From an optimization exercise on the open Yosys and OpenROAD flow, aimed at small area; shortcuts taken in it are not production practice. Only simulation tests tie the RTL to the original design; equivalence was not proved. Power and IR drop assume default switching activity. No driver is modelled on the clock port, so clocking that relies on it looks cheaper here than on a real chip.

==> design/flow/design.v <==
`timescale 1ns/10ps
module HuffmanCoding(clk,rst_n,start,data_in,output_start,output_data,output_done);
  input rst_n;
  input clk;
  input start;
  input [3:0]data_in;
  output output_data;
  output output_done;
  output output_start;
  localparam [2:0] S_IDLE=3'd0, S_CNT=3'd1, S_WAIT=3'd2, S_TREE=3'd3, S_OUT0=3'd4, S_OUT=3'd5, S_DONE=3'd6;
  localparam [8:0] INF=9'h1FF;
  reg [2:0] st;
  reg [8:0] n;       
  reg [3:0] c;       
  reg [1:0] ph;      
  reg [6:0] rp;      
  reg tab;           
  reg [9:0] sr;      
  reg ostart;
  reg [3:0] d1, d0;
  reg [9:0] mem [0:85];
  function [9:0] dpd_enc;
    input [3:0] a; input [3:0] b; input [3:0] e;
    begin
      case ({a[3],b[3],e[3]})
        3'b000: dpd_enc = {a[2:0], b[2:0], 1'b0, e[2:0]};
        3'b001: dpd_enc = {a[2:0], b[2:0], 1'b1, 2'b00, e[0]};
        3'b010: dpd_enc = {a[2:0], e[2:1], b[0], 1'b1, 2'b01, e[0]};
        3'b011: dpd_enc = {a[2:0], 2'b10, b[0], 1'b1, 2'b11, e[0]};
        3'b100: dpd_enc = {e[2:1], a[0], b[2:0], 1'b1, 2'b10, e[0]};
        3'b101: dpd_enc = {b[2:1], a[0], 2'b01, b[0], 1'b1, 2'b11, e[0]};
        3'b110: dpd_enc = {e[2:1], a[0], 2'b00, b[0], 1'b1, 2'b11, e[0]};
        default: dpd_enc = {2'b00, a[0], 2'b11, b[0], 1'b1, 2'b11, e[0]};
      endcase
    end
  endfunction
  function [3:0] dpd_dig;
    input [9:0] w; input [1:0] k;
    reg p,q,r,s,t,u,v,x,y,z;
    reg [3:0] h2,h1,h0;
    begin
      {p,q,r,s,t,u,v,x,y,z} = w;
      h2 = {1'b0,p,q,r}; h1 = {1'b0,s,t,u}; h0 = {1'b0,x,y,z};
      if (v) begin
        case ({x,y})
          2'b00: begin h0 = {3'b100,z}; end
          2'b01: begin h1 = {3'b100,u}; h0 = {1'b0,s,t,z}; end
          2'b10: begin h2 = {3'b100,r}; h0 = {1'b0,p,q,z}; end
          default:
            case ({s,t})
              2'b00: begin h2 = {3'b100,r}; h1 = {3'b100,u}; h0 = {1'b0,p,q,z}; end
              2'b01: begin h2 = {3'b100,r}; h1 = {1'b0,p,q,u}; h0 = {3'b100,z}; end
              2'b10: begin h1 = {3'b100,u}; h0 = {3'b100,z}; end
              default: begin h2 = {3'b100,r}; h1 = {3'b100,u}; h0 = {3'b100,z}; end
            endcase
        endcase
      end
      dpd_dig = (k==2'd0) ? h2 : (k==2'd1) ? h1 : h0;
    end
  endfunction
  wire wr = (st==S_CNT) && (ph==2'd2);
  integer i;
  always @(posedge clk) begin
    d1 <= d0;
    d0 <= data_in;
    mem[0] <= wr ? dpd_enc(d1, d0, data_in) : mem[85];
    for (i=1; i<86; i=i+1) mem[i] <= mem[i-1];
  end
  wire [3:0] rdig = dpd_dig(mem[rp], ph);
  reg [8:0] w [0:9];    
  reg [3:0] pt [0:9];   
  reg [9:0] cd [0:9];   
  wire [3:0] s_next = tab ? n[3:0] : rdig;
  wire [3:0] s_sel = (st==S_CNT) ? data_in : s_next;
  wire [4:0] pos_raw = {1'b0,c} + 5'd9 - {1'b0,s_sel};
  wire [3:0] pos = (pos_raw >= 5'd10) ? pos_raw[3:0] - 4'd10 : pos_raw[3:0];
  wire cnt_en = (st==S_CNT) && !n[8];
  reg [8:0] m1v, m2v;
  reg [3:0] m1i, m2i;
  reg [3:0] ra, rb;
  reg [8:0] rsum;
  wire upd = (st==S_TREE) && (n >= 9'd10);
  wire [8:0] hw = w[9];
  wire [8:0] hw_t = (upd && c==ra) ? INF : (upd && c==rb) ? rsum : hw;
  wire le1 = (hw_t <= m1v);
  wire le2 = (hw_t <= m2v);
  wire [8:0] nm1v = le1 ? hw_t : m1v;
  wire [3:0] nm1i = le1 ? c : m1i;
  wire [8:0] nm2v = le1 ? m1v : le2 ? hw_t : m2v;
  wire [3:0] nm2i = le1 ? m1i : le2 ? c : m2i;
  always @(posedge clk) begin
    for (i=0; i<9; i=i+1)
      w[i+1] <= w[i] + ((cnt_en && pos==i) ? 9'd1 : 9'd0);
    if (st==S_IDLE)
      w[0] <= 9'd0;
    else if (st==S_TREE)
      w[0] <= hw_t;
    else
      w[0] <= hw + ((cnt_en && pos==4'd9) ? 9'd1 : 9'd0);
    if (st==S_TREE) begin
      if (c==4'd9) begin
        ra <= nm1i; rb <= nm2i; rsum <= nm1v + nm2v;
        m1v <= INF; m2v <= INF;
      end else begin
        m1v <= nm1v; m1i <= nm1i; m2v <= nm2v; m2i <= nm2i;
      end
    end else begin
      m1v <= INF; m2v <= INF;
    end
  end
  always @(posedge clk) begin
    for (i=0; i<9; i=i+1) begin
      pt[i+1] <= pt[i];
      cd[i+1] <= cd[i];
    end
    if (st==S_IDLE || st==S_CNT || st==S_WAIT) begin
      pt[0] <= c; cd[0] <= 10'd1;
    end else if (upd && pt[9]==ra) begin
      pt[0] <= rb; cd[0] <= {cd[9][8:0], 1'b0};
    end else if (upd && pt[9]==rb) begin
      pt[0] <= pt[9]; cd[0] <= {cd[9][8:0], 1'b1};
    end else begin
      pt[0] <= pt[9]; cd[0] <= cd[9];
    end
  end
  reg [9:0] code_sel;
  always @(*) begin
    code_sel = 10'd0;
    for (i=0; i<10; i=i+1)
      if (pos==i) code_sel = cd[i];
  end
  wire sr_last = (sr[9:1] == 9'd1);
  wire ld = (st==S_OUT0) || ((st==S_OUT) && sr_last);
  always @(posedge clk) begin
    c <= (!rst_n || c==4'd9) ? 4'd0 : c + 4'd1;
    if (!rst_n) begin
      st <= S_IDLE;
      ostart <= 1'b0;
    end else begin
      ostart <= (st==S_OUT0);
      case (st)
        S_IDLE: if (start) begin st <= S_CNT; n <= 9'd0; ph <= 2'd0; end
        S_CNT: begin
          n <= n + 9'd1;
          ph <= (ph==2'd2) ? 2'd0 : ph + 2'd1;
          if (n==9'd257) st <= S_WAIT;
        end
        S_WAIT: if (c==4'd9) begin st <= S_TREE; n <= 9'd0; end
        S_TREE: begin
          n <= n + 9'd1;
          if (n==9'd99) begin st <= S_OUT0; n <= 9'd0; tab <= 1'b1; end
        end
        S_OUT0, S_OUT: if (ld) begin
          st <= S_OUT;
          if (tab) begin
            if (n[3:0]==4'd9) begin tab <= 1'b0; n <= 9'd0; ph <= 2'd0; end
            else n <= n + 9'd1;
          end else if (n[8]) begin
            st <= S_DONE;
          end else begin
            n <= n + 9'd1;
            ph <= (ph==2'd2) ? 2'd0 : ph + 2'd1;
          end
        end
        default: ;
      endcase
    end
  end
  wire rp_back = (st==S_OUT) && ld && !tab && !n[8] && (ph==2'd2);
  always @(posedge clk) begin
    if (st==S_CNT && n==9'd2)
      rp <= 7'd0;
    else if (rp_back)
      rp <= (rp < 7'd2) ? rp + 7'd84 : rp - 7'd2;
    else
      rp <= (rp == 7'd85) ? 7'd0 : rp + 7'd1;
  end
  always @(posedge clk) begin
    if (ld && !(st==S_OUT && !tab && n[8]))
      sr <= code_sel;
    else
      sr <= {1'b0, sr[9:1]};
  end
  assign output_data = sr[0];
  assign output_start = ostart;
  assign output_done = (st==S_OUT) && !tab && n[8] && sr_last;
endmodule
==> design/flow/run.sh <==
#!/bin/bash
# synth_recipe.tcl (not shown) runs the flow's synth.tcl, then flattens the netlist and writes it again
# the make line also repeats each setting of config.mk as NAME=value (left out here)
make -C /OpenROAD-flow-scripts/flow DESIGN_CONFIG=/design/flow/config.mk WORK_HOME=/design/flow/orfs CLKGATE_MAP_FILE= SYNTH_SCRIPT=/design/flow/synth_recipe.tcl finish
==> design/flow/config.mk <==
export PLATFORM = sky130hd
export DESIGN_NAME = HuffmanCoding
export DESIGN_NICKNAME = HuffmanCoding
export VERILOG_FILES = /design/flow/design.v
export SDC_FILE = /design/flow/constraint.sdc
export NUM_CORES = 4
export LEC_CHECK = 0
export CAP_MARGIN = 20
export CORE_MARGIN = 2
export CORE_UTILIZATION = 65
export PLACE_DENSITY = 0.75
export SLEW_MARGIN = 20
==> design/flow/constraint.sdc <==
create_clock -name core_clock -period 8.0 [get_ports {clk}]
set_input_delay 1.6000 -clock core_clock [delete_from_list [all_inputs] [get_ports {clk}]]
set_output_delay 1.6000 -clock core_clock [all_outputs]
set_load 0.01 [all_outputs]
==> results of run 1 <==
## placed cells by master, fill, tap and decap left out, types with 9 or more instances in the layout
master	synthesis	layout
nor3b_1	10	9
edfxtp_1	37	37
buf_4	10	228
a22oi_1	279	278
nand2b_1	28	28
clkinv_2	0	23
o22ai_1	24	24
and3_1	55	55
o21ai_0	74	72
dfxtp_1	1141	1136
ha_1	72	64
xnor2_1	70	70
clkdlybuf4s50_1	0	9
nor4_1	21	20
nand2_1	175	174
a21oi_1	89	89
bufinv_16	0	9
nor2_1	191	178
nand3_1	94	94
a221oi_1	33	33
diode_2	0	9
mux2i_1	44	43
clkbuf_16	0	109
nor3_1	32	32
xor2_1	37	36
inv_1	60	60
o21a_1	14	14
mux2_2	17	17
a22o_1	70	70
clkbuf_8	0	16
and2_1	34	29
mux4_2	16	16
nor2_2	0	13
a31oi_1	13	13
nand3b_1	21	21
nand4_1	69	69
nor2b_1	18	17
clkbuf_1	93	19
## registers in the layout, summed over array words and instances, names as in the netlist
name	flops
mem	860
cd	100
w	90
pt	40
sr	10
m1v	9
m2v	9
n	9
rsum	9
rp	7
c	4
d0	4
d1	4
m1i	4
m2i	4
ra	4
rb	4
st	3
ph	2
ostart	1
tab	1
## cell type report
class	instances	area share, %
clock inverters	54	1.572
diodes	9	0.05191
inverters	62	0.5364
flip-flops and latches	1178	55.23
repair buffers	246	4.557
clock buffers	144	6.959
multi-input cells	1783	28.91
well taps	756	2.180
## repair_timing
action / in CTS / in global routing
cloned: 0 / 0
endpoints found under the setup margin: 1 / 82
pin swaps: 1 / 5
resized for setup: 5 / 30
buffers inserted: 0 / 9
## per-stage QoR
step           setup slack (ns)  total power (uW)  std cells  instance area (sq um)
2_1_floorplan            0.6402              8964       3172                  37210
3_3_place_gp            0.09037             10860       4015                  39420
3_5_place_dp             0.1355             10990       4016                  39440
4_1_cts                 0.09458             16270       4214                  43160
5_1_grt                 0.01425             17030       4223                  43360
6_report                 0.2724             16750       4232                  43380
## power by group through the flow
| stage | Combinational (uW) | Sequential, uW | Clock (uW) |
|---|---|---|---|
| 3_3_place_gp | 4240 | 6620 | 0 |
| 3_5_place_dp | 4350 | 6630 | 0 |
| 4_1_cts | 4450 | 6520 | 5300 |
| 2_1_floorplan | 2510 | 6460 | 0 |
| 6_report | 4900 | 6520 | 5320 |
| 5_1_grt | 4950 | 6540 | 5540 |
## how the worst min path moves through the flow
stage	from	endpoint	cells past startpoint	slack [ns]
finish	pt[0][2]$_DFF_P_	pt[1][2]$_DFF_P_	0	0.31
global route	pt[0][2]$_DFF_P_	pt[1][2]$_DFF_P_	0	0.32
CTS	pt[0][2]$_DFF_P_	pt[1][2]$_DFF_P_	0	0.31
detailed placement	pt[3][0]$_DFF_P_	pt[4][0]$_DFF_P_	0	0.31
global placement	pt[7][2]$_DFF_P_	pt[8][2]$_DFF_P_	0	0.31
floorplan	pt[0][0]$_DFF_P_	pt[1][0]$_DFF_P_	0	0.31
## per-layer routing
layer	vias to the layer above	part of all wire (%)
li1	12000	-
met4	10	9.1
met1	14160	34
met5	-	0.049
met3	915	14
met2	2735	43
## critical path: cells and delay by family, from the launching register on
| kind | cells | cell delay, ns |
|---|---|---|
| AO/OA/AOI/OAI | 14 | 3.21 |
| adder cells (fa/ha/maj) | 5 | 1.51 |
| AND/OR/NAND/NOR | 7 | 1.33 |
| buffers and inverters | 3 | 0.66 |
| XOR/XNOR | 2 | 0.48 |
| flip-flops | 1 | 0.36 |
## cell families (layout without fill, tap and decap cells)
group | count (synthesis) | after routing
AOI/OAI and AO/OA | 723 | 723
xor gates and xnor gates | 107 | 107
adders and majority gates | 74 | 74
buffers and inverters | 211 | 506
DFF | 1178 | 1178
muxes | 78 | 78
other | 0 | 9
and+or+nand+nor | 801 | 801
==> flow_summary.json, run 1 <==
{
  "int_pwr_uw": 10830,
  "cap_viol_max_count": 0,
  "post_drt_via_cell_ratio": 7.047,
  "drive_above_1_share_pct": 15.06,
  "crit_arrival_ns": 8.27,
  "synth_fp_nets": 3253,
  "initial_utilization_pct": 65.87,
  "timing.final.crit_share_pct": 96.59,
  "grt_start_max_net_pins": 61,
  "hp-class": "flop to flop",
  "yosys-top-cells-count": "dfxtp_1 (1141), a22oi_1 (279), nor2_1 (191)",
  "post-synth-top-area-fraction_pct": 61.38,
  "synth-seq-area-share_pct": 64.37,
  "synthToLayoutAreaGrowth_pct": 16.58,
  "netlist-cell-type-count": 97,
  "dieHeight_microns": 243.3,
  "portbufs": 9,
  "adder_and_majority_gate_portion_of_the_synthesized_area_pct": 2.528,
  "drt_pass1_iterations": 8,
  "routed_wl_microns": 143900,
  "drv_slew": 0,
  "synth_edf_count": 37,
  "worst-endpoint-required_ns": 8.54,
  "met3_track_demand_over_resource_pct": 17.85,
  "syn-mean-instance-area_sq_um": 11.73,
  "holdBufCountCts": 0,
  "cts_buffer_depth": 3,
  "rsz0062_at_grt": "no",
  "boundaryPins": 10,
  "power_per_cell_area_mw_per_mm2": 386.1,
  "setup_slack_of_the_worst_register_to_register_path_ns": 0.27,
  "coreArea_sq_mm": 0.05650,
  "worstReg2RegEnd": "w[0][8]$_SDFF_PP0_",
  "place.gp.congestion": 1.093,
  "crit_slowest_cell": "o2bb2ai_1",
  "status": "complete, no violations",
  "initial_antenna_violation_count": 10,
  "cts.sinks": 1178,
  "worst_pin_slew_ns": 1.256,
  "ant_nets": 0,
  "grt_pass1_vias": 29290,
  "total_die_area_sq_mm": 0.05918,
  "leakage_uw": 0.01743,
  "worstSetupEndpoint": "w[0][8]$_SDFF_PP0_",
  "met2_demand_to_capacity_share_in_global_routing_pct": 72.60,
  "most_crowded_layer_gr": "met2",
  "clk_pin_slew_ns": 0.06,
  "yosys.cell_count.top_type": "dfxtp_1",
  "wire_length_per_cell_after_detailed_routing_microns": 34.00,
  "first_pass_grt_wire_length_microns": 204800,
  "share_of_the_synthesized_area_in_compound_gates_ao_oa_aoi_oai_pct": 14.39,
  "synth.top_cells.by_area": "dfxtp_1 (61%), a22oi_1 (5.6%), edfxtp_1 (3.0%)",
  "fin_nets": 3459,
  "synth.ff_latch_count": 1178,
  "use_met1_pct": 57.44,
  "remaining_drc_errors": 0,
  "vias": 29820,
  "critical_path_class": "flop to flop",
  "switching_power_uw": 5923,
  "grt.total_usage_pct": 48.11,
  "worstSetupStartpoint": "rp[2]$_SDFF_PP0_",
  "clock_tree_from_tritoncts": "done",
  "setup_viol_count_final": 0,
  "power.share.clock_pct": 31.8,
  "insertion_delay_ns": 0.72,
  "worst-r2r-cell-count": 31,
  "hold_viol": 0,
  "dominant_combinational_cell_family_by_area_after_synthesis": "compound AO/OA/AOI/OAI gates",
  "power.ir.vdd_worst_uv": 404.6,
  "critical-path-max-stage-delay_ns": 0.73,
  "yosys_most_used_dff": "dfxtp_1",
  "regArea_sq_mm": 0.02396,
  "multi_input_area_sq_mm": 0.01254,
  "worst_skew_ns": 0.04569,
  "htree_num_levels": 3,
  "timing.hold.ws_ns": 0.3090,
  "setup_tns_ns": 0,
  "r2r_start": "rp[2]$_SDFF_PP0_",
  "async_reset_ff_share_pct": 0,
  "synth.cell_area_sq_mm": 0.03721,
  "drt_first_iter_violations": 4738,
  "final_core_utilization_pct": 76.79,
  "post_synthesis_cell_type_with_the_largest_combined_area": "dfxtp_1",
  "layout.filler_cells": 3461,
  "cp_endpoint_kind": "flop",
  "clk_root_buffer_cell": "clkbuf_16",
  "critPathMaxFanout": 18,
  "sw_frac_of_total_pct": 35.36,
  "yosys_warnings": 5,
  "cpMostUsedCell": "ha_1",
  "share_seq_of_total_power_pct": 38.9,
  "crit_path_start_kind": "flop",
  "syn-instance-count": 3172,
  "power.share.combinational_pct": 29.3,
  "dp_hpwl_microns": 100100,
  "global_route.overflow_total": 0,
  "max-slew-margin-rel_pct": 16.10,
  "fp.dieW_microns": 243.3,
  "yosys.area_share.simple_pct": 11.02,
  "xor_and_xnor_fraction_of_the_mapped_netlist_area_pct": 2.518,
  "min_period_ns": 7.728,
  "cts-buffers-inserted": 107,
  "placement_rows": 87,
  "synth_mux_area_share_pct": 2.697,
  "timing.fmax_mhz": 129.4
}
==> run 2: changes to the inputs <==
--- a/design/flow/design.v
+++ b/design/flow/design.v
@@ -14,5 +14,6 @@
   reg [3:0] c;       
   reg [1:0] ph;      
-  reg [6:0] rp;      
+  reg [4:0] tq;      
+  reg [1:0] tr;      
   reg tab;           
   reg [9:0] sr;      
@@ -67,6 +68,14 @@
     for (i=1; i<86; i=i+1) mem[i] <= mem[i-1];
   end
-  wire [3:0] rdig = dpd_dig(mem[rp], ph);
-  reg [8:0] w [0:9];    
+  reg [9:0] nw, cw;
+  reg [9:0] tapw;
+  always @(*) begin
+    tapw = 10'd0;
+    for (i=0; i<29; i=i+1)
+      if (tq==i) tapw = tapw | mem[3*i];
+  end
+  wire [3:0] rdig = dpd_dig((ph==2'd0) ? nw : cw, ph);
+  reg [8:0] w [0:9];
+  reg pd [0:9];
   reg [3:0] pt [0:9];   
   reg [9:0] cd [0:9];   
@@ -80,6 +89,7 @@
   reg [3:0] ra, rb;
   reg [8:0] rsum;
+  reg [4:0] t5;
   wire upd = (st==S_TREE) && (n >= 9'd10);
-  wire [8:0] hw = w[9];
+  wire [8:0] hw = {w[9][8:4] + {4'd0,pd[9]}, w[9][3:0]};
   wire [8:0] hw_t = (upd && c==ra) ? INF : (upd && c==rb) ? rsum : hw;
   wire le1 = (hw_t <= m1v);
@@ -90,12 +100,18 @@
   wire [3:0] nm2i = le1 ? m1i : le2 ? c : m2i;
   always @(posedge clk) begin
-    for (i=0; i<9; i=i+1)
-      w[i+1] <= w[i] + ((cnt_en && pos==i) ? 9'd1 : 9'd0);
-    if (st==S_IDLE)
-      w[0] <= 9'd0;
-    else if (st==S_TREE)
-      w[0] <= hw_t;
-    else
-      w[0] <= hw + ((cnt_en && pos==4'd9) ? 9'd1 : 9'd0);
+    for (i=0; i<9; i=i+1) begin
+      t5 = {1'b0, w[i][3:0]} + ((cnt_en && pos==i) ? 5'd1 : 5'd0);
+      w[i+1] <= {w[i][8:4], t5[3:0]};
+      pd[i+1] <= pd[i] | t5[4];
+    end
+    if (st==S_IDLE) begin
+      w[0] <= 9'd0; pd[0] <= 1'b0;
+    end else if (st==S_TREE) begin
+      w[0] <= hw_t; pd[0] <= 1'b0;
+    end else begin
+      t5 = {1'b0, hw[3:0]} + ((cnt_en && pos==4'd9) ? 5'd1 : 5'd0);
+      w[0] <= {hw[8:4], t5[3:0]};
+      pd[0] <= t5[4];
+    end
     if (st==S_TREE) begin
       if (c==4'd9) begin
@@ -167,12 +183,21 @@
     end
   end
-  wire rp_back = (st==S_OUT) && ld && !tab && !n[8] && (ph==2'd2);
-  always @(posedge clk) begin
-    if (st==S_CNT && n==9'd2)
-      rp <= 7'd0;
-    else if (rp_back)
-      rp <= (rp < 7'd2) ? rp + 7'd84 : rp - 7'd2;
-    else
-      rp <= (rp == 7'd85) ? 7'd0 : rp + 7'd1;
+  wire rp_back = (st==S_OUT || st==S_OUT0) && ld && (tab ? (n[3:0]==4'd9) : (!n[8] && ph==2'd2));
+  always @(posedge clk) begin
+    if (st==S_CNT && n==9'd2) begin
+      tq <= 5'd0; tr <= 2'd0;
+    end else if (rp_back) begin
+      if (tr==2'd2) tr <= 2'd0;
+      else if (tq==5'd0) begin tq <= 5'd28; tr <= tr; end
+      else begin tq <= tq - 5'd1; tr <= tr + 2'd1; end
+    end else begin
+      if (tq==5'd28 && tr==2'd1) begin tq <= 5'd0; tr <= 2'd0; end
+      else if (tr==2'd2) begin tq <= tq + 5'd1; tr <= 2'd0; end
+      else tr <= tr + 2'd1;
+    end
+    if (tr==2'd0 && (tab || ph!=2'd0 || ld))
+      nw <= tapw;
+    if (ph==2'd0)
+      cw <= nw;
   end
   always @(posedge clk) begin
--- a/design/flow/config.mk
+++ b/design/flow/config.mk
@@ -6,7 +6,11 @@
 export NUM_CORES = 4
 export LEC_CHECK = 0
+export ABC_AREA = 1
 export CAP_MARGIN = 20
 export CORE_MARGIN = 2
 export CORE_UTILIZATION = 65
+export CTS_BUF_LIST = sky130_fd_sc_hd__clkbuf_16
+export CTS_CLUSTER_DIAMETER = 80
+export CTS_CLUSTER_SIZE = 30
 export PLACE_DENSITY = 0.75
 export SLEW_MARGIN = 20
==> flow_summary.json, run 2 <==
{
  "critical_path_class": "flop to flop",
  "drt_first_iter_violations": 1237,
  "worst-endpoint-required_ns": 8.53,
  "fin_nets": 2780,
  "setup_tns_ns": 0,
  "total_die_area_sq_mm": 0.05204,
  "wire_length_per_cell_after_detailed_routing_microns": 17.75,
  "hp-class": "flop to flop",
  "register_with_the_most_flip_flops": "mem",
  "dp_slack_ns": 1.764,
  "remaining_drc_errors": 0,
  "initial_antenna_violation_count": 0,
  "global_route.overflow_total": 0,
  "reg_top3": "mem x860, cd x100, w x90",
  "htree_num_levels": 2,
  "power_per_cell_area_mw_per_mm2": 365.0,
  "worst_pin_slew_ns": 1.131,
  "place.gp.congestion": 0.8651,
  "clock_tree_from_tritoncts": "done",
  "yosys.cell_count.top_type": "dfxtp_1",
  "cpMostUsedCell": "nand2_1",
  "yosys-top-cells-count": "dfxtp_1 (1160), nand2_1 (343), inv_1 (179)",
  "drt_pass1_iterations": 5,
  "drv_slew": 0,
  "holdBufCountCts": 0,
  "cp_endpoint_kind": "flop",
  "commonest_cells_after_routing_fill_and_taps_aside": "dfxtp_1 (1160), nand2_1 (343), inv_1 (185), nor2_1 (157), nand3_1 (152)",
  "post_drt_via_cell_ratio": 5.234,
  "hold_viol": 0,
  "insertion_delay_ns": 0.64,
  "timing.fmax_mhz": 169.5,
  "coreArea_sq_mm": 0.04986,
  "synthToLayoutAreaGrowth_pct": 6.630,
  "boundaryPins": 10,
  "power.share.clock_pct": 22.9,
  "syn-instance-count": 2680,
  "crit_arrival_ns": 6.44,
  "layout.cells.most_common": "dfxtp_1",
  "finalWorstSetupSlack_ns": 2.099,
  "synth-seq-area-share_pct": 75.45,
  "dieHeight_microns": 228.1,
  "synth_fp_nets": 2757,
  "largest_register_ffs": 860,
  "power.share.combinational_pct": 22.8,
  "clk_root_buffer_cell": "clkbuf_16",
  "cap_viol_max_count": 0,
  "timing.final.crit_share_pct": 73.76,
  "max-slew-margin-rel_pct": 24.31,
  "min_period_ns": 5.901,
  "cts_setup_buffers": 0,
  "power.ir.vdd_worst_uv": 494.9,
  "grt.total_usage_pct": 23.28,
  "rsz0062_at_grt": "no",
  "drive_above_1_share_pct": 6.551,
  "placement_rows": 82,
  "cts.sinks": 1207,
  "cpLargestDelayFamily": "simple AND/OR/NAND/NOR gates",
  "setup_viol_count_final": 0,
  "synth.ff_latch_count": 1207,
  "portbufs": 9,
  "ant_nets": 0,
  "dp_hpwl_microns": 40890,
  "clk_pin_slew_ns": 0.10,
  "share_seq_of_total_power_pct": 54.3,
  "vias": 17750,
  "worst_skew_ns": 0.02442,
  "initial_utilization_pct": 65.47,
  "int_pwr_uw": 8630,
  "synth.top_cells.by_area": "dfxtp_1 (71%), edfxtp_1 (4.3%), nand2_1 (3.9%)",
  "yosys_warnings": 6,
  "yosys_most_used_dff": "dfxtp_1",
  "syn-mean-instance-area_sq_um": 12.18,
  "post-synth-top-area-fraction_pct": 71.13,
  "grt_pass1_vias": 17580,
  "post_cts_resized": 0,
  "routed_wl_microns": 60190,
  "synth.cell_area_sq_mm": 0.03265,
  "crit_path_start_kind": "flop",
  "switching_power_uw": 4075,
  "critPathMaxFanout": 23,
  "post_synthesis_cell_type_with_the_largest_combined_area": "dfxtp_1",
  "sw_frac_of_total_pct": 32.07,
  "netlist-cell-type-count": 63,
  "critical-path-max-stage-delay_ns": 0.53,
  "synth_edf_count": 47,
  "worst-path-buf-inv": 4,
  "async_reset_ff_share_pct": 0,
  "status": "complete, no violations",
  "cts_buffer_depth": 3,
  "cts-buffers-inserted": 48,
  "crit_slowest_cell": "edfxtp_1",
  "leakage_uw": 0.01456,
  "grt_start_max_net_pins": 43,
  "first_pass_grt_wire_length_microns": 95650,
  "fp.dieW_microns": 228.1
}
==> run 2: changes by cell type after synthesis, moves of 28 or more <==
cell	before	now
a22o_1	70	11
a22oi_1	279	4
and2_1	34	1
and3_1	55	2
clkbuf_1	93	16
inv_1	60	179
mux2i_1	44	4
nand2_1	175	343
nand2b_1	28	0
nand3_1	94	152
nor2_1	191	157
xnor2_1	70	11
==> run 2: worst reg2reg max path, delay by kind of cell, from the launching register on <==
family / cells / cell delay [ns]
AO/OA/AOI/OAI: 5 / 0.94
AND/OR/NAND/NOR: 15 / 2.69
buffers and inverters: 4 / 0.39
flip-flops: 1 / 0.53
adder cells (fa/ha/maj): 5 / 1.25
==> run 2: final cells by class <==
| type | instances | area [sq um] |
|---|---|---|
| Antenna cell | 2 | 5.005 |
| Clock buffer | 48 | 1201 |
| Clock inverter | 16 | 190.2 |
| Fill cell | 3488 | 15050 |
| Inverter | 211 | 792.0 |
| Multi-Input combinational cell | 1214 | 6969 |
| Sequential cell | 1207 | 24630 |
| Tap cell | 672 | 840.8 |
| Timing Repair Buffer | 21 | 180.2 |
==> run 2: path summary, 6_finish.rpt <==
| kind | start | slack, ns | endpoint | cells past startpoint |
|---|---|---|---|---|
| min reg2reg | mem[68][8]$_DFF_P_ | 0.31 | mem[69][8]$_DFF_P_ | 0 |
| max reg2reg | ph[1]$_DFFE_PP_ | 2.10 | w[0][3]$_SDFF_PP0_ | 29 |
| min | mem[68][8]$_DFF_P_ | 0.31 | mem[69][8]$_DFF_P_ | 0 |
| max | ph[1]$_DFFE_PP_ | 2.10 | w[0][3]$_SDFF_PP0_ | 29 |
==> run 2: layer usage <==
| layer | GRT usage [%] | part of all wire (%) | vias up |
|---|---|---|---|
| met5 | 0 | 0 | - |
| met2 | 38.25 | 46 | 398 |
| li1 | - | - | 8798 |
| met4 | 8.599 | 3.4 | 0 |
| met3 | 2.550 | 3.8 | 111 |
| met1 | 32.19 | 46 | 8440 |
==> run 2: cell families (layout without fill, tap and decap cells) <==
kind of cell	after synthesis	count (layout)	share of synthesized area, %
and+or+nand+nor	811	811	11.42
adders and majority gates	70	70	2.729
AOI/OAI and AO/OA	278	278	5.676
DFF	1207	1207	75.45
buffers and inverters	259	296	3.231
other	0	2	0
muxes	4	4	0.1226
xor gates and xnor gates	51	51	1.368
==> run 2: power groups by stage <==
stage                     clock (uW)  sequential (uW)  combinational (uW)
after floorplan                    0             6910                2370
after global placement             0             7010                2770
after detailed placement           0             7020                2860
after CTS                       2960             6890                2880
after global routing            3170             6950                3250
final                           2910             6890                2900
==> run 2: stage by stage <==
| stage | instance area, sq um | power (uW) | hold slack [ns] | std cells | util (%) |
|---|---|---|---|---|---|
| 6_report | 34810 | 12710 | 0.3114 | 3391 | 69.82 |
| 5_1_grt | 34810 | 13370 | 0.3158 | 3389 | 69.81 |
| 4_1_cts | 34810 | 12740 | 0.3145 | 3389 | 69.81 |
| 3_5_place_dp | 33420 | 9883 | 0.3121 | 3325 | 67.02 |
| 3_3_place_gp | 33410 | 9781 | 0.3098 | 3325 | 67.01 |
| 2_1_floorplan | 32650 | 9278 | 0.3096 | 2680 | - |
==> run 3: changes to the inputs <==
--- a/design/flow/design.v
+++ b/design/flow/design.v
@@ -14,6 +14,6 @@
   reg [3:0] c;       
   reg [1:0] ph;      
-  reg [4:0] tq;      
-  reg [1:0] tr;      
+  reg [3:0] tq;      
+  reg [2:0] tr;
   reg tab;           
   reg [9:0] sr;      
@@ -68,12 +68,15 @@
     for (i=1; i<86; i=i+1) mem[i] <= mem[i-1];
   end
-  reg [9:0] nw, cw;
+  reg [9:0] q0, q1, cw;
+  reg [1:0] qn;
+  reg [9:0] tapg [0:3];
   reg [9:0] tapw;
   always @(*) begin
-    tapw = 10'd0;
-    for (i=0; i<29; i=i+1)
-      if (tq==i) tapw = tapw | mem[3*i];
-  end
-  wire [3:0] rdig = dpd_dig((ph==2'd0) ? nw : cw, ph);
+    for (i=0; i<4; i=i+1) tapg[i] = 10'd0;
+    for (i=0; i<15; i=i+1)
+      if (tq[1:0]==(i%4)) tapg[i/4] = mem[6*i];
+    tapw = tapg[tq[3:2]];
+  end
+  wire [3:0] rdig = dpd_dig((ph==2'd0) ? q0 : cw, ph);
   reg [8:0] w [0:9];
   reg pd [0:9];
@@ -183,21 +186,30 @@
     end
   end
-  wire rp_back = (st==S_OUT || st==S_OUT0) && ld && (tab ? (n[3:0]==4'd9) : (!n[8] && ph==2'd2));
+  wire pop = (st==S_OUT) && ld && !tab && !n[8] && (ph==2'd0);
+  wire fetch = (st==S_TREE || st==S_OUT0 || st==S_OUT) && (tr==3'd0) && (qn!=2'd2 || pop);
   always @(posedge clk) begin
     if (st==S_CNT && n==9'd2) begin
-      tq <= 5'd0; tr <= 2'd0;
-    end else if (rp_back) begin
-      if (tr==2'd2) tr <= 2'd0;
-      else if (tq==5'd0) begin tq <= 5'd28; tr <= tr; end
-      else begin tq <= tq - 5'd1; tr <= tr + 2'd1; end
-    end else begin
-      if (tq==5'd28 && tr==2'd1) begin tq <= 5'd0; tr <= 2'd0; end
-      else if (tr==2'd2) begin tq <= tq + 5'd1; tr <= 2'd0; end
-      else tr <= tr + 2'd1;
-    end
-    if (tr==2'd0 && (tab || ph!=2'd0 || ld))
-      nw <= tapw;
-    if (ph==2'd0)
-      cw <= nw;
+      tq <= 4'd0; tr <= 3'd0; qn <= 2'd0;
+    end else begin
+      if (fetch) begin
+        if (tr>=3'd2) tr <= tr - 3'd2;
+        else if (tq==4'd0) tq <= 4'd14;
+        else begin tq <= tq - 4'd1; tr <= tr + 3'd4; end
+      end else begin
+        if (tq==4'd14 && tr==3'd1) begin tq <= 4'd0; tr <= 3'd0; end
+        else if (tr==3'd5) begin tq <= tq + 4'd1; tr <= 3'd0; end
+        else tr <= tr + 3'd1;
+      end
+      if (fetch && !pop) qn <= qn + 2'd1;
+      if (pop && !fetch) qn <= qn - 2'd1;
+    end
+    if (pop) begin
+      q0 <= (fetch && qn==2'd1) ? tapw : q1;
+      if (fetch) q1 <= tapw;
+    end else if (fetch) begin
+      if (qn==2'd0) q0 <= tapw; else q1 <= tapw;
+    end
+    if (pop)
+      cw <= q0;
   end
   always @(posedge clk) begin
==> design/flow/flow/run.sh (new file) <==
#!/bin/bash
# Own layout flow: the standard flow (standard.sh) with two changes.
#  1. Synthesis: the standard synthesis script, but ABC maps the logic with an
#     area-oriented script (flow/area.abc: dch + amap) instead of ORFS's.
#     Registers, names, flattening and renaming are exactly as standard.
#  2. CTS: larger sink clusters of clkbuf_16 and no dummy loads.
# Each tool's full output goes to a log file in the work folder.
set -euo pipefail
W=$(pwd)
cp flow/area.abc "$W/area.abc"
{
  echo 'proc abc {args} {'
  echo '  set i [lsearch -exact $args -script]'
  echo "  if {\$i >= 0} { set args [lreplace \$args \$i [expr {\$i+1}] -script $W/area.abc] }"
  echo '  yosys abc {*}$args'
  echo '}'
  cat synth_recipe.tcl
} > "$W/own_synth.tcl"
sed "s#SYNTH_SCRIPT=[^ ]*#SYNTH_SCRIPT=$W/own_synth.tcl#" standard.sh > "$W/own_standard.sh"
grep -q "SYNTH_SCRIPT=$W/own_synth.tcl" "$W/own_standard.sh"
export CTS_ARGS="-sink_clustering_enable -repair_clock_nets -sink_clustering_size 30 -sink_clustering_max_diameter 80 -buf_list sky130_fd_sc_hd__clkbuf_16 -dont_use_dummy_load"
bash "$W/own_standard.sh" finish > "$W/flow_make.log" 2>&1
==> design/flow/flow/area.abc (new file) <==
strash
dch
amap
topo
==> design/flow/standard.sh (new file) <==
#!/bin/bash
# synth_recipe.tcl (not shown) runs the flow's synth.tcl, then flattens the netlist and writes it again
# the make line also repeats each setting of config.mk as NAME=value (left out here)
make -C /OpenROAD-flow-scripts/flow DESIGN_CONFIG=/design/flow/config.mk WORK_HOME=/design/flow/orfs CLKGATE_MAP_FILE= SYNTH_SCRIPT=/design/flow/synth_recipe.tcl "${@:-finish}"
removed: design/flow/run.sh
==> flow_summary.json, run 3 <==
{
  "status": "complete, no violations",
  "synth-seq-area-share_pct": 80.47,
  "critPathMaxFanout": 13,
  "crit_slowest_cell": "edfxtp_1",
  "reg_top3": "mem x860, cd x100, w x90",
  "synth_fp_nets": 2302,
  "layout.cells.most_common": "dfxtp_1",
  "dp_hpwl_microns": 32910,
  "synth.ff_latch_count": 1219,
  "hp-class": "flop to flop",
  "final_core_utilization_pct": 70.47,
  "antenna_cells": 0,
  "setup_viol_count_final": 0,
  "crit_arrival_ns": 7.62,
  "cp_endpoint_kind": "flop",
  "setup_tns_ns": 0,
  "holdBufCountCts": 0,
  "yosys_most_used_dff": "dfxtp_1",
  "clock_tree_from_tritoncts": "done",
  "cap_viol_max_count": 0,
  "critical-path-max-stage-delay_ns": 0.48,
  "dr_wl_met2_microns": 25310,
  "leakage_uw": 0.01286,
  "netlist-cell-type-count": 49,
  "insertion_delay_ns": 0.63,
  "drive_above_1_share_pct": 4.120,
  "place.gp.congestion": 0.8719,
  "vias": 15980,
  "grt_pass1_vias": 16120,
  "routed_wire_length_on_met3_microns": 2481,
  "cpMostUsedCell": "clkinv_1",
  "global_route.overflow_total": 0,
  "min_period_ns": 7.284,
  "boundaryPins": 10,
  "total_die_area_sq_mm": 0.04969,
  "fp.dieW_microns": 222.9,
  "drt_first_iter_violations": 1048,
  "remaining_drc_errors": 0,
  "uppermost_metal_layer_occupied_by_signal_nets": "met5",
  "register_with_the_most_flip_flops": "mem",
  "hold_viol": 0,
  "grt.total_usage_pct": 21.79,
  "clk_root_buffer_cell": "clkbuf_16",
  "portbufs": 9,
  "clk_pin_slew_ns": 0.11,
  "wl_met1_microns": 24620,
  "critical_path_class": "flop to flop",
  "dieHeight_microns": 222.9,
  "post-synth-top-area-fraction_pct": 74.10,
  "timing.fmax_mhz": 137.3,
  "drv_slew": 0,
  "cts-buffers-inserted": 47,
  "htree_num_levels": 2,
  "crit_path_start_kind": "flop",
  "initial_antenna_violation_count": 2,
  "synth_edf_count": 66,
  "fin_nets": 2391,
  "synth.top_cells.by_area": "dfxtp_1 (74%), edfxtp_1 (6.4%), ha_1 (3.0%)",
  "cts_buffer_depth": 3,
  "yosys_warnings": 7,
  "async_reset_ff_share_pct": 0,
  "first_pass_grt_wire_length_microns": 85770,
  "ant_nets": 0,
  "timing.final.crit_share_pct": 91.05,
  "grt_start_max_net_pins": 43,
  "syn-instance-count": 2219,
  "initial_utilization_pct": 65.51,
  "placement_rows": 80,
  "yosys-top-cells-count": "dfxtp_1 (1153), clkinv_1 (154), nor2_1 (136)",
  "syn-mean-instance-area_sq_um": 14.04,
  "worst_skew_ns": 0.06584,
  "drt_pass1_iterations": 7,
  "max-slew-margin-rel_pct": 29.32,
  "coreArea_sq_mm": 0.04755,
  "cts.sinks": 1219,
  "power.ir.vdd_worst_uv": 247.3,
  "synthToLayoutAreaGrowth_pct": 7.572,
  "worst_pin_slew_ns": 1.060,
  "yosys.cell_count.top_type": "dfxtp_1",
  "worst-endpoint-required_ns": 8.33,
  "largest_register_ffs": 860,
  "power_per_cell_area_mw_per_mm2": 351.9,
  "rsz0062_at_grt": "no",
  "routed_wl_microns": 53640,
  "wire_length_per_cell_after_detailed_routing_microns": 18.36,
  "post_synthesis_cell_type_with_the_largest_combined_area": "dfxtp_1",
  "layout.filler_cells": 3152,
  "commonest_cells_after_routing_fill_and_taps_aside": "dfxtp_1 (1153), clkinv_1 (152), nor2_1 (134), o21ai_0 (86), nand2_1 (81)",
  "synth.cell_area_sq_mm": 0.03115,
  "post_drt_via_cell_ratio": 5.470
}
-- run 3: what timing repair did --
| item | in CTS | in global routing |
|---|---|---|
| gates resized for setup | 0 | 9 |
| hold endpoints to repair | 0 | 0 |
| endpoints found under the setup margin | 0 | 12 |
| buffers inserted | 0 | 2 |
-- run 3: cells by family (layout without fill, tap and decap cells) --
| logic type | count (synthesis) | count (layout) | share of synthesized area [%] |
|---|---|---|---|
| AND/OR/NAND/NOR | 349 | 349 | 5.017 |
| XOR/XNOR | 1 | 1 | 0.02812 |
| AO/OA/AOI/OAI | 420 | 420 | 9.532 |
| buffers and inverters | 154 | 241 | 1.856 |
| adder cells (fa/ha/maj) | 76 | 76 | 3.101 |
| flip-flops | 1219 | 1219 | 80.47 |
-- run 3: path summary, 6_finish.rpt --
check / startpoint / endpoint / depth (start not counted) / slack [ns]
worst min-delay path: mem[81][9]$_DFF_P_ / mem[82][9]$_DFF_P_ / 0 / 0.29
worst min register to register: mem[81][9]$_DFF_P_ / mem[82][9]$_DFF_P_ / 0 / 0.29
worst max-delay path: n[4]$_DFFE_PP_ / rsum[8]$_DFFE_PP_ / 38 / 0.72
worst max register to register: n[4]$_DFFE_PP_ / rsum[8]$_DFFE_PP_ / 38 / 0.72
-- run 3: power breakdown --
part | switching (uW) | internal (uW)
combinational | 1480 | 679
clock | 1650 | 1060
sequential | 243 | 6680
-- run 3: through the flow --
stage	instance area (sq um)	hold slack, ns	total power (uW)	instances	worst slack, ns
5_1_grt	33510	0.3057	12310	2921	0.02148
4_1_cts	33440	0.2948	11820	2919	0.4203
6_report	33510	0.2926	11790	2921	0.7158
2_1_floorplan	31160	0.3096	8307	2219	0.2559
3_5_place_dp	32270	0.3121	9170	2872	0.4260
3_3_place_gp	32260	0.3096	9076	2872	0.6568
-- run 3: cell type report --
type	instances	area [sq um]	area share [%]
flip-flops and latches	1219	25060	74.80
multi-input cells	846	5589	16.68
clock buffers	47	1176	3.510
well taps	615	769.5	2.296
inverters	154	585.6	1.748
repair buffers	40	322.8	0.9634
-- run 3: per-layer routing --
layer	GRT usage [%]	vias to the layer above
li1	-	7836
met1	29.82	7657
met2	36.67	376
met3	3.503	104
met4	5.369	4
met5	0	-
-- run 3: worst max-delay path: cells and delay by family (launching register included) --
family	cells	cell delay (ns)
AO/OA/AOI/OAI	14	2.30
AND/OR/NAND/NOR	14	1.75
buffers and inverters	8	1.72
adder cells (fa/ha/maj)	2	0.79
flip-flops	1	0.48
==> run 4: changes to the inputs <==
--- a/design/flow/design.v
+++ b/design/flow/design.v
@@ -17,5 +17,18 @@
   reg [2:0] tr;
   reg tab;           
-  reg [9:0] sr;      
+  reg [42:0] shr;
+  wire [9:0] q0 = shr[9:0];      
+  wire [9:0] q1 = shr[19:10];    
+  wire [9:0] cw = shr[29:20];    
+  wire [9:0] sr = shr[39:30];    
+  wire [8:0] m1v = shr[8:0];     
+  wire [3:0] m1i = shr[12:9];
+  wire [8:0] m2v = shr[21:13];   
+  wire [3:0] m2i = shr[25:22];
+  wire [3:0] ra = shr[29:26];    
+  wire [3:0] rb = shr[33:30];
+  wire [8:0] rsum = shr[42:34];
+  reg upd;           
+  wire updt = upd && (st==S_TREE);
   reg ostart;
   reg [3:0] d1, d0;
@@ -68,5 +81,4 @@
     for (i=1; i<86; i=i+1) mem[i] <= mem[i-1];
   end
-  reg [9:0] q0, q1, cw;
   reg [1:0] qn;
   reg [9:0] tapg [0:3];
@@ -88,12 +100,7 @@
   wire [3:0] pos = (pos_raw >= 5'd10) ? pos_raw[3:0] - 4'd10 : pos_raw[3:0];
   wire cnt_en = (st==S_CNT) && !n[8];
-  reg [8:0] m1v, m2v;
-  reg [3:0] m1i, m2i;
-  reg [3:0] ra, rb;
-  reg [8:0] rsum;
   reg [4:0] t5;
-  wire upd = (st==S_TREE) && (n >= 9'd10);
   wire [8:0] hw = {w[9][8:4] + {4'd0,pd[9]}, w[9][3:0]};
-  wire [8:0] hw_t = (upd && c==ra) ? INF : (upd && c==rb) ? rsum : hw;
+  wire [8:0] hw_t = (updt && c==ra) ? INF : (updt && c==rb) ? rsum : hw;
   wire le1 = (hw_t <= m1v);
   wire le2 = (hw_t <= m2v);
@@ -117,14 +124,4 @@
       pd[0] <= t5[4];
     end
-    if (st==S_TREE) begin
-      if (c==4'd9) begin
-        ra <= nm1i; rb <= nm2i; rsum <= nm1v + nm2v;
-        m1v <= INF; m2v <= INF;
-      end else begin
-        m1v <= nm1v; m1i <= nm1i; m2v <= nm2v; m2i <= nm2i;
-      end
-    end else begin
-      m1v <= INF; m2v <= INF;
-    end
   end
   always @(posedge clk) begin
@@ -135,7 +132,7 @@
     if (st==S_IDLE || st==S_CNT || st==S_WAIT) begin
       pt[0] <= c; cd[0] <= 10'd1;
-    end else if (upd && pt[9]==ra) begin
+    end else if (updt && pt[9]==ra) begin
       pt[0] <= rb; cd[0] <= {cd[9][8:0], 1'b0};
-    end else if (upd && pt[9]==rb) begin
+    end else if (updt && pt[9]==rb) begin
       pt[0] <= pt[9]; cd[0] <= {cd[9][8:0], 1'b1};
     end else begin
@@ -187,5 +184,5 @@
   end
   wire pop = (st==S_OUT) && ld && !tab && !n[8] && (ph==2'd0);
-  wire fetch = (st==S_TREE || st==S_OUT0 || st==S_OUT) && (tr==3'd0) && (qn!=2'd2 || pop);
+  wire fetch = (st==S_OUT0 || st==S_OUT) && (tr==3'd0) && (qn!=2'd2 || pop);
   always @(posedge clk) begin
     if (st==S_CNT && n==9'd2) begin
@@ -204,18 +201,31 @@
       if (pop && !fetch) qn <= qn - 2'd1;
     end
-    if (pop) begin
-      q0 <= (fetch && qn==2'd1) ? tapw : q1;
-      if (fetch) q1 <= tapw;
-    end else if (fetch) begin
-      if (qn==2'd0) q0 <= tapw; else q1 <= tapw;
-    end
-    if (pop)
-      cw <= q0;
-  end
-  always @(posedge clk) begin
-    if (ld && !(st==S_OUT && !tab && n[8]))
-      sr <= code_sel;
-    else
-      sr <= {1'b0, sr[9:1]};
+  end
+  always @(posedge clk) begin
+    if (st==S_TREE) begin
+      if (c==4'd9) begin
+        upd <= 1'b1;
+        shr[29:26] <= nm1i; shr[33:30] <= nm2i; shr[42:34] <= nm1v + nm2v;
+        shr[8:0] <= INF; shr[21:13] <= INF;
+      end else begin
+        shr[8:0] <= nm1v; shr[12:9] <= nm1i; shr[21:13] <= nm2v; shr[25:22] <= nm2i;
+      end
+    end else if (st==S_OUT0 || st==S_OUT || st==S_DONE) begin
+      if (pop) begin
+        shr[9:0] <= (fetch && qn==2'd1) ? tapw : q1;
+        if (fetch) shr[19:10] <= tapw;
+      end else if (fetch) begin
+        if (qn==2'd0) shr[9:0] <= tapw; else shr[19:10] <= tapw;
+      end
+      if (pop)
+        shr[29:20] <= q0;
+      if (ld && !(st==S_OUT && !tab && n[8]))
+        shr[39:30] <= code_sel;
+      else
+        shr[39:30] <= {1'b0, sr[9:1]};
+    end else begin
+      upd <= 1'b0;
+      shr[8:0] <= INF; shr[21:13] <= INF;
+    end
   end
   assign output_data = sr[0];
--- a/design/flow/config.mk
+++ b/design/flow/config.mk
@@ -9,8 +9,8 @@
 export CAP_MARGIN = 20
 export CORE_MARGIN = 2
-export CORE_UTILIZATION = 65
+export CORE_UTILIZATION = 75
 export CTS_BUF_LIST = sky130_fd_sc_hd__clkbuf_16
 export CTS_CLUSTER_DIAMETER = 80
 export CTS_CLUSTER_SIZE = 30
-export PLACE_DENSITY = 0.75
+export PLACE_DENSITY = 0.85
 export SLEW_MARGIN = 20
==> flow_summary.json, run 4 <==
{
  "initial_antenna_violation_count": 3,
  "syn-instance-count": 2219,
  "r2r_start": "ph[0]$_DFFE_PP_",
  "yosys-top-cells-count": "dfxtp_1 (1125), nor2_1 (165), clkinv_1 (130)",
  "fin_nets": 2402,
  "yosys_warnings": 7,
  "cts.sinks": 1181,
  "cpMostUsedCell": "clkinv_1",
  "worst-r2r-cell-count": 30,
  "post_synthesis_cell_type_with_the_largest_combined_area": "dfxtp_1",
  "worstReg2RegEnd": "shr[34]$_DFFE_PP_",
  "min_period_ns": 7.362,
  "max-slew-margin-rel_pct": 30.58,
  "ant_nets": 0,
  "yosys_most_used_dff": "dfxtp_1",
  "switching_power_uw": 3862,
  "dp_slack_ns": 0.4066,
  "yosys.cell_count.top_type": "dfxtp_1",
  "rsz0062_at_grt": "no",
  "clk_pin_slew_ns": 0.11,
  "grt.total_usage_pct": 36.52,
  "drive_above_1_share_pct": 4.273,
  "multi_input_area_sq_mm": 0.005821,
  "synthToLayoutAreaGrowth_pct": 7.486,
  "place.gp.congestion": 0.9357,
  "remaining_drc_errors": 0,
  "placed_cells_incl_taps": 2796,
  "synth_edf_count": 56,
  "commonest_cells_after_routing_fill_and_taps_aside": "dfxtp_1 (1125), nor2_1 (164), clkinv_1 (130), nand2_1 (103), o21ai_0 (95)",
  "cp_endpoint_kind": "flop",
  "critical-path-max-stage-delay_ns": 0.52,
  "post-synth-top-area-fraction_pct": 73.96,
  "critPathMaxFanout": 11,
  "worst_pin_slew_ns": 1.033,
  "post_drt_via_cell_ratio": 6.353,
  "initial_utilization_pct": 76.30,
  "hold_path_end": "mem[17][5]$_DFF_P_",
  "finalWorstSetupSlack_ns": 0.6379,
  "routed_wl_microns": 75740,
  "hp-class": "flop to flop",
  "crit_slowest_cell": "o311ai_0",
  "dieHeight_microns": 205.5,
  "leakage_uw": 0.01257,
  "drt_first_iter_violations": 2034,
  "first_pass_grt_wire_length_microns": 113800,
  "drv_slew": 0,
  "grt_start_max_net_pins": 43,
  "synth.ff_latch_count": 1181,
  "int_pwr_uw": 8278,
  "clk_root_buffer_cell": "clkbuf_16",
  "register_with_the_most_flip_flops": "mem",
  "timing.final.crit_share_pct": 92.03,
  "grt_pass1_vias": 18580,
  "total_die_area_sq_mm": 0.04223,
  "hold_path.startpoint": "mem[16][5]$_DFF_P_",
  "worst-endpoint-required_ns": 8.35,
  "power_per_cell_area_mw_per_mm2": 370.9,
  "regArea_sq_mm": 0.02420,
  "cts-buffers-inserted": 46,
  "share_seq_of_total_power_pct": 56.0,
  "syn-mean-instance-area_sq_um": 13.72,
  "post_layout_nonfiller_instances": 2843,
  "hold_viol": 0,
  "boundaryPins": 10,
  "htree_num_levels": 2,
  "cap_viol_max_count": 0,
  "insertion_delay_ns": 0.66,
  "critical_path_class": "flop to flop",
  "synth.cell_area_sq_mm": 0.03045,
  "drt_pass1_iterations": 8,
  "crit_path_start_kind": "flop",
  "async_reset_ff_share_pct": 0,
  "power.share.combinational_pct": 21.7,
  "dp_hpwl_microns": 45260,
  "crit_arrival_ns": 7.71,
  "hold_depth": 0,
  "power.ir.vdd_worst_uv": 282.5,
  "reg_top3": "mem x860, cd x100, w x90",
  "coreArea_sq_mm": 0.03991,
  "cts_buffer_depth": 3,
  "timing.fmax_mhz": 135.8,
  "setup_slack_of_the_worst_register_to_register_path_ns": 0.64,
  "placement_rows": 73,
  "portbufs": 9,
  "setup_viol_count_final": 0,
  "layout.filler_cells": 1794,
  "fp.dieW_microns": 205.5,
  "synth.top_cells.by_area": "dfxtp_1 (74%), edfxtp_1 (5.5%), ha_1 (3.0%)",
  "status": "complete, no violations",
  "synth_fp_nets": 2302,
  "layout.cells.most_common": "dfxtp_1",
  "global_route.overflow_total": 0,
  "netlist-cell-type-count": 46,
  "worst_skew_ns": 0.08588,
  "clock_tree_from_tritoncts": "done",
  "vias": 18060,
  "largest_register_ffs": 860,
  "wire_length_per_cell_after_detailed_routing_microns": 26.64,
  "power.share.clock_pct": 22.3,
  "sw_frac_of_total_pct": 31.81,
  "synth-seq-area-share_pct": 79.48,
  "setup_tns_ns": 0
}
run 4: cell types whose count changed in the layout (fill, tap and decap cells not counted), sizes merged, moves of 13 or more:
| cell | previous run | this run |
|---|---|---|
| or2 | 16 | 3 |
| nand2 | 81 | 103 |
| nor2 | 136 | 165 |
| dfxtp | 1153 | 1125 |
| clkinv | 152 | 130 |
| a31oi | 4 | 19 |
run 4: worst max-delay path by stage:
stage                         to  cells after the start          startpoint  slack, ns
6_report       shr[34]$_DFFE_PP_                     30     ph[0]$_DFFE_PP_       0.64
4_1_cts        shr[30]$_DFFE_PP_                     32     ph[0]$_DFFE_PP_       0.36
5_1_grt        shr[34]$_DFFE_PP_                     32     ph[0]$_DFFE_PP_       0.02
3_3_place_gp   shr[30]$_DFFE_PP_                     32     ph[0]$_DFFE_PP_       0.65
2_1_floorplan  shr[42]$_DFFE_PP_                     33  st[1]$_SDFFE_PN0P_       0.46
3_5_place_dp   shr[34]$_DFFE_PP_                     32     ph[0]$_DFFE_PP_       0.41
run 4: logic make-up after synthesis:
logic type / count (synthesis) / share of synthesized area, %
buffers and inverters: 130 / 1.602
XOR/XNOR: 1 / 0.02877
adder cells (fa/ha/maj): 76 / 3.172
AND/OR/NAND/NOR: 390 / 5.538
flip-flops: 1181 / 79.48
AO/OA/AOI/OAI: 441 / 10.18
run 4: stage by stage:
step | hold slack, ns | utilization, % | power, uW | cell area [sq um]
2_1_floorplan | 0.3096 | - | 8216 | 30470
3_3_place_gp | 0.3100 | 79.01 | 9096 | 31540
3_5_place_dp | 0.3121 | 79.05 | 9307 | 31550
4_1_cts | 0.2719 | 81.94 | 12040 | 32710
5_1_grt | 0.2743 | 82.00 | 12480 | 32730
6_report | 0.2806 | 82.01 | 12140 | 32730
run 4: repair_timing:
action / in CTS / in global routing
setup endpoints to repair: 0 / 10
buffers inserted: 0 / 0
hold endpoints to repair: 0 / 0
resized for setup: 0 / 2
hold buffers: 0 / 0
run 4: routing by layer:
metal / part of all wire [%] / vias up / global-route usage (%)
li1: - / 7907 / -
met1: 38 / 8782 / 45.41
met4: 5.6 / 0 / 19.01
met3: 8.4 / 306 / 7.301
met2: 48 / 1068 / 60.75
met5: 0 / - / 0
run 4: power groups by stage:
stage / clock, uW / sequential [uW] / combinational (uW)
4_1_cts: 2710 / 6780 / 2540
3_3_place_gp: 0 / 6830 / 2270
2_1_floorplan: 0 / 6740 / 1470
3_5_place_dp: 0 / 6870 / 2440
5_1_grt: 2880 / 6820 / 2780
6_report: 2710 / 6800 / 2630
run 4: area by class of cell:
class	instances	area share, %
diodes	1	0.007645
clock buffers	46	3.517
inverters	130	1.491
multi-input cells	908	17.78
flip-flops and latches	1181	73.94
well taps	525	2.007
repair buffers	52	1.254
run 4: critical path, delay by kind of cell (launching register included):
| family | cells | cell delay, ns |
|---|---|---|
| AO/OA/AOI/OAI | 14 | 3.66 |
| flip-flops | 1 | 0.47 |
| adder cells (fa/ha/maj) | 4 | 1.09 |
| buffers and inverters | 6 | 0.82 |
| AND/OR/NAND/NOR | 6 | 1.06 |
==> run 5: changes to the inputs <==
--- a/design/flow/design.v
+++ b/design/flow/design.v
@@ -17,5 +17,5 @@
   reg [2:0] tr;
   reg tab;           
-  reg [42:0] shr;
+  reg [41:0] shr;
   wire [9:0] q0 = shr[9:0];      
   wire [9:0] q1 = shr[19:10];    
@@ -28,7 +28,8 @@
   wire [3:0] ra = shr[29:26];    
   wire [3:0] rb = shr[33:30];
-  wire [8:0] rsum = shr[42:34];
+  wire [7:0] rsum = shr[41:34];
   reg upd;           
-  wire updt = upd && (st==S_TREE);
+  wire updt = upd;
+  reg isa, isb;      
   reg ostart;
   reg [3:0] d1, d0;
@@ -91,5 +92,5 @@
   end
   wire [3:0] rdig = dpd_dig((ph==2'd0) ? q0 : cw, ph);
-  reg [8:0] w [0:9];
+  reg [7:0] w [0:9];
   reg pd [0:9];
   reg [3:0] pt [0:9];   
@@ -101,6 +102,6 @@
   wire cnt_en = (st==S_CNT) && !n[8];
   reg [4:0] t5;
-  wire [8:0] hw = {w[9][8:4] + {4'd0,pd[9]}, w[9][3:0]};
-  wire [8:0] hw_t = (updt && c==ra) ? INF : (updt && c==rb) ? rsum : hw;
+  wire [7:0] hw = {(w[9][7:4]==4'hF && pd[9]) ? 4'hF : w[9][7:4] + {3'd0,pd[9]}, w[9][3:0]};
+  wire [8:0] hw_t = isa ? INF : isb ? {1'b0, rsum} : {pd[9], w[9]};
   wire le1 = (hw_t <= m1v);
   wire le2 = (hw_t <= m2v);
@@ -112,14 +113,14 @@
     for (i=0; i<9; i=i+1) begin
       t5 = {1'b0, w[i][3:0]} + ((cnt_en && pos==i) ? 5'd1 : 5'd0);
-      w[i+1] <= {w[i][8:4], t5[3:0]};
+      w[i+1] <= {w[i][7:4], t5[3:0]};
       pd[i+1] <= pd[i] | t5[4];
     end
     if (st==S_IDLE) begin
-      w[0] <= 9'd0; pd[0] <= 1'b0;
+      w[0] <= 8'd0; pd[0] <= 1'b0;
     end else if (st==S_TREE) begin
-      w[0] <= hw_t; pd[0] <= 1'b0;
+      w[0] <= hw_t[7:0]; pd[0] <= hw_t[8];
     end else begin
       t5 = {1'b0, hw[3:0]} + ((cnt_en && pos==4'd9) ? 5'd1 : 5'd0);
-      w[0] <= {hw[8:4], t5[3:0]};
+      w[0] <= {hw[7:4], t5[3:0]};
       pd[0] <= t5[4];
     end
@@ -162,5 +163,8 @@
           if (n==9'd257) st <= S_WAIT;
         end
-        S_WAIT: if (c==4'd9) begin st <= S_TREE; n <= 9'd0; end
+        S_WAIT: begin
+          n <= n + 9'd1;
+          if (c==4'd9 && n>=9'd266) begin st <= S_TREE; n <= 9'd0; end
+        end
         S_TREE: begin
           n <= n + 9'd1;
@@ -205,8 +209,12 @@
     if (st==S_TREE) begin
       if (c==4'd9) begin
-        upd <= 1'b1;
-        shr[29:26] <= nm1i; shr[33:30] <= nm2i; shr[42:34] <= nm1v + nm2v;
+        upd <= (n != 9'd99);
+        isa <= (n != 9'd99) && (nm1i == 4'd0);
+        isb <= (n != 9'd99) && (nm2i == 4'd0);
+        shr[29:26] <= nm1i; shr[33:30] <= nm2i; shr[41:34] <= nm1v[7:0] + nm2v[7:0];
         shr[8:0] <= INF; shr[21:13] <= INF;
       end else begin
+        isa <= upd && (c + 4'd1 == ra);
+        isb <= upd && (c + 4'd1 == rb);
         shr[8:0] <= nm1v; shr[12:9] <= nm1i; shr[21:13] <= nm2v; shr[25:22] <= nm2i;
       end
@@ -225,5 +233,5 @@
         shr[39:30] <= {1'b0, sr[9:1]};
     end else begin
-      upd <= 1'b0;
+      upd <= 1'b0; isa <= 1'b0; isb <= 1'b0;
       shr[8:0] <= INF; shr[21:13] <= INF;
     end
==> design/flow/flow/area.abc (replaced) <==
strash
dch
amap -A 8 -F 8
topo
==> flow_summary.json, run 5 <==
{
  "layout.filler_cells": 1997,
  "dp_slack_ns": 0.2535,
  "largest_register_ffs": 860,
  "async_reset_ff_share_pct": 0,
  "worstReg2RegEnd": "shr[38]$_DFFE_PP_",
  "hp-class": "flop to flop",
  "yosys_warnings": 7,
  "placement_rows": 73,
  "crit_slowest_cell": "fa_1",
  "share_seq_of_total_power_pct": 54.7,
  "place.gp.congestion": 0.9476,
  "synth.ff_latch_count": 1172,
  "synthToLayoutAreaGrowth_pct": 7.047,
  "leakage_uw": 0.01246,
  "hold_viol": 0,
  "htree_num_levels": 2,
  "multi_input_area_sq_mm": 0.005903,
  "synth.top_cells.by_area": "dfxtp_1 (73%), edfxtp_1 (5.6%), ha_1 (3.0%)",
  "finalWorstSetupSlack_ns": 0.5130,
  "worst-r2r-cell-count": 33,
  "critical_path_class": "flop to flop",
  "post_drt_via_cell_ratio": 6.171,
  "cts_setup_buffers": 0,
  "crit_path_start_kind": "flop",
  "int_pwr_uw": 8498,
  "syn-mean-instance-area_sq_um": 13.60,
  "coreArea_sq_mm": 0.03991,
  "synth_fp_nets": 2320,
  "grt_start_max_net_pins": 52,
  "synth_edf_count": 57,
  "sw_frac_of_total_pct": 32.74,
  "netlist-cell-type-count": 47,
  "total_die_area_sq_mm": 0.04220,
  "dp_hpwl_microns": 41570,
  "global_route.overflow_total": 0,
  "post-synth-top-area-fraction_pct": 73.35,
  "post_cts_resized": 0,
  "regArea_sq_mm": 0.02403,
  "cpMostUsedCell": "a21oi_1",
  "first_pass_grt_wire_length_microns": 101800,
  "post_synthesis_cell_type_with_the_largest_combined_area": "dfxtp_1",
  "fp.dieW_microns": 205.4,
  "timing.fmax_mhz": 133.6,
  "clk_root_buffer_cell": "clkbuf_16",
  "worstSetupStartpoint": "ph[1]$_DFFE_PP_",
  "drv_slew": 0,
  "drt_pass1_iterations": 6,
  "yosys_most_used_dff": "dfxtp_1",
  "synth-seq-area-share_pct": 78.98,
  "clock_tree_from_tritoncts": "done",
  "yosys-top-cells-count": "dfxtp_1 (1115), a21oi_1 (162), clkinv_1 (142)",
  "initial_antenna_violation_count": 0,
  "portbufs": 9,
  "cts-buffers-inserted": 45,
  "boundaryPins": 10,
  "initial_utilization_pct": 76.24,
  "ant_nets": 0,
  "power_per_cell_area_mw_per_mm2": 387.8,
  "grt.total_usage_pct": 32.16,
  "routed_wl_microns": 66830,
  "drt_first_iter_violations": 2007,
  "setup_slack_of_the_worst_register_to_register_path_ns": 0.51,
  "fin_nets": 2407,
  "timing.final.crit_share_pct": 93.59,
  "drive_above_1_share_pct": 3.659,
  "cts.sinks": 1172,
  "layout.cells.most_common": "dfxtp_1",
  "r2r_start": "ph[1]$_DFFE_PP_",
  "power.share.combinational_pct": 24.3,
  "setup_viol_count_final": 0,
  "syn-instance-count": 2238,
  "reg_top3": "mem x860, cd x100, w x80",
  "worst_skew_ns": 0.07832,
  "grt_pass1_vias": 17500,
  "register_with_the_most_flip_flops": "mem",
  "holdBufCountCts": 0,
  "max-slew-margin-rel_pct": 24.48,
  "worst-endpoint-required_ns": 8.35,
  "power.share.clock_pct": 21.0,
  "min_period_ns": 7.487,
  "dieHeight_microns": 205.4,
  "cap_viol_max_count": 0,
  "clk_pin_slew_ns": 0.11,
  "critPathMaxFanout": 12,
  "cts_buffer_depth": 3,
  "switching_power_uw": 4136,
  "commonest_cells_after_routing_fill_and_taps_aside": "dfxtp_1 (1115), a21oi_1 (160), clkinv_1 (141), nor2_1 (137), o21ai_0 (125)",
  "final_core_utilization_pct": 81.61,
  "worstSetupEndpoint": "shr[38]$_DFFE_PP_",
  "critical-path-max-stage-delay_ns": 0.52,
  "power.ir.vdd_worst_uv": 283.6,
  "worst_pin_slew_ns": 1.104,
  "synth.cell_area_sq_mm": 0.03043,
  "wire_length_per_cell_after_detailed_routing_microns": 23.46,
  "status": "complete, no violations",
  "yosys.cell_count.top_type": "dfxtp_1",
  "cp_endpoint_kind": "flop",
  "remaining_drc_errors": 0,
  "vias": 17570,
  "antenna_cells": 0,
  "crit_arrival_ns": 7.83,
  "setup_tns_ns": 0,
  "insertion_delay_ns": 0.64
}
## run 5: cell count changes after synthesis, sizes merged, moves of 22 or more
cell	delta
a32o	+23
nor3	-22
nand2	-35
a21oi	+87
o21ai	+32
nor2	-27
## run 5: kinds of logic (layout without fill, tap and decap cells)
group,Yosys count,after routing,synth area share (%)
fa+ha+maj,75,75,3.133
buf+inv,142,227,1.752
compound gates,546,546,11.79
simple gates,303,303,4.346
flops,1172,1172,78.98
## run 5: worst max-delay path, delay by kind of cell (launching register included)
family / cells / cell delay, ns
AND/OR/NAND/NOR: 6 / 1.19
adder cells (fa/ha/maj): 4 / 1.22
flip-flops: 1 / 0.50
AO/OA/AOI/OAI: 18 / 3.56
buffers and inverters: 5 / 0.72
## run 5: per-stage QoR
step / power (uW) / cells / hold slack, ns / cell area (sq um)
after CTS: 12550 / 2848 / 0.2772 / 32560
after floorplan: 8745 / 2238 / 0.3096 / 30430
after global placement: 9742 / 2803 / 0.3096 / 31440
final: 12630 / 2848 / 0.2670 / 32580
after global routing: 13110 / 2848 / 0.2723 / 32580
after detailed placement: 9908 / 2803 / 0.3121 / 31440
## run 5: metal layers
metal	vias up	part of all wire [%]	GRT usage (%)
met2	853	47	53.41
li1	8017	-	-
met4	0	3.4	11.49
met3	177	7.6	4.245
met5	-	0	0
met1	8527	42	43.85
## run 5: worst min-delay path by stage
stage                             startpoint                 end  slack (ns)  cells after the start
after floorplan            mem[9][0]$_DFF_P_  mem[10][0]$_DFF_P_        0.31                      0
after global placement    mem[49][8]$_DFF_P_  mem[50][8]$_DFF_P_        0.31                      0
after detailed placement  mem[37][7]$_DFF_P_  mem[38][7]$_DFF_P_        0.31                      0
after CTS                  mem[7][4]$_DFF_P_   mem[8][4]$_DFF_P_        0.28                      0
after global routing       mem[7][4]$_DFF_P_   mem[8][4]$_DFF_P_        0.27                      0
final                      mem[7][4]$_DFF_P_   mem[8][4]$_DFF_P_        0.27                      0
## run 5: power groups by stage
stage	clock network, uW	logic [uW]	registers, uW
6_report	2650	3070	6910
3_3_place_gp	0	2780	6970
3_5_place_dp	0	2910	7000
4_1_cts	2670	2980	6900
2_1_floorplan	0	1890	6860
5_1_grt	2850	3310	6950
## run 5: layout make-up
cell class / instances / share of cell area, %
clock buffer: 45 / 3.457
inverter: 142 / 1.636
multi-input combinational: 924 / 18.12
sequential: 1172 / 73.78
tap: 525 / 2.017
timing repair buffer: 40 / 0.9910

-- port drivers added, routing unchanged --
How much do the figures lean on ideal ports? The routed layouts below were timed once more, with nothing changed but the port constraints.
Step 1 sets driving cells, clkbuf_16 on the clock port and buf_2 on the other inputs (assumed; they add their load-dependent delay and slew).
Step 2 moves the port delays by t, midway between the first and last clock arrival at a register: inputs arrive t later, outputs are due t later. That takes back most of the time a late clock gives input paths.
Three values: ideal ports, drivers, drivers and shift; two values: the first two.
run	t, ns	setup slack, ns	worst hold slack (ns)
run 1	0.763	0.272 / 0.272 / 0.272	0.309 / 0.309 / 0.309
run 2	0.686	2.099 / 2.099 / 1.717	0.311 / 0.311 / 0.311
run 3	0.647	0.716 / 0.716 / 0.716	0.293 / 0.293 / 0.293
run 4	0.668	0.638 / 0.638 / 0.637	0.281 / 0.281 / 0.281
run 5	0.665	0.513 / 0.513 / 0.513	0.267 / 0.267 / 0.267
After both steps every run listed still meets setup and hold. For run 2, which loses most, drivers alone change the setup slack by 0.000 ns; drivers and shift together by -0.382 ns.
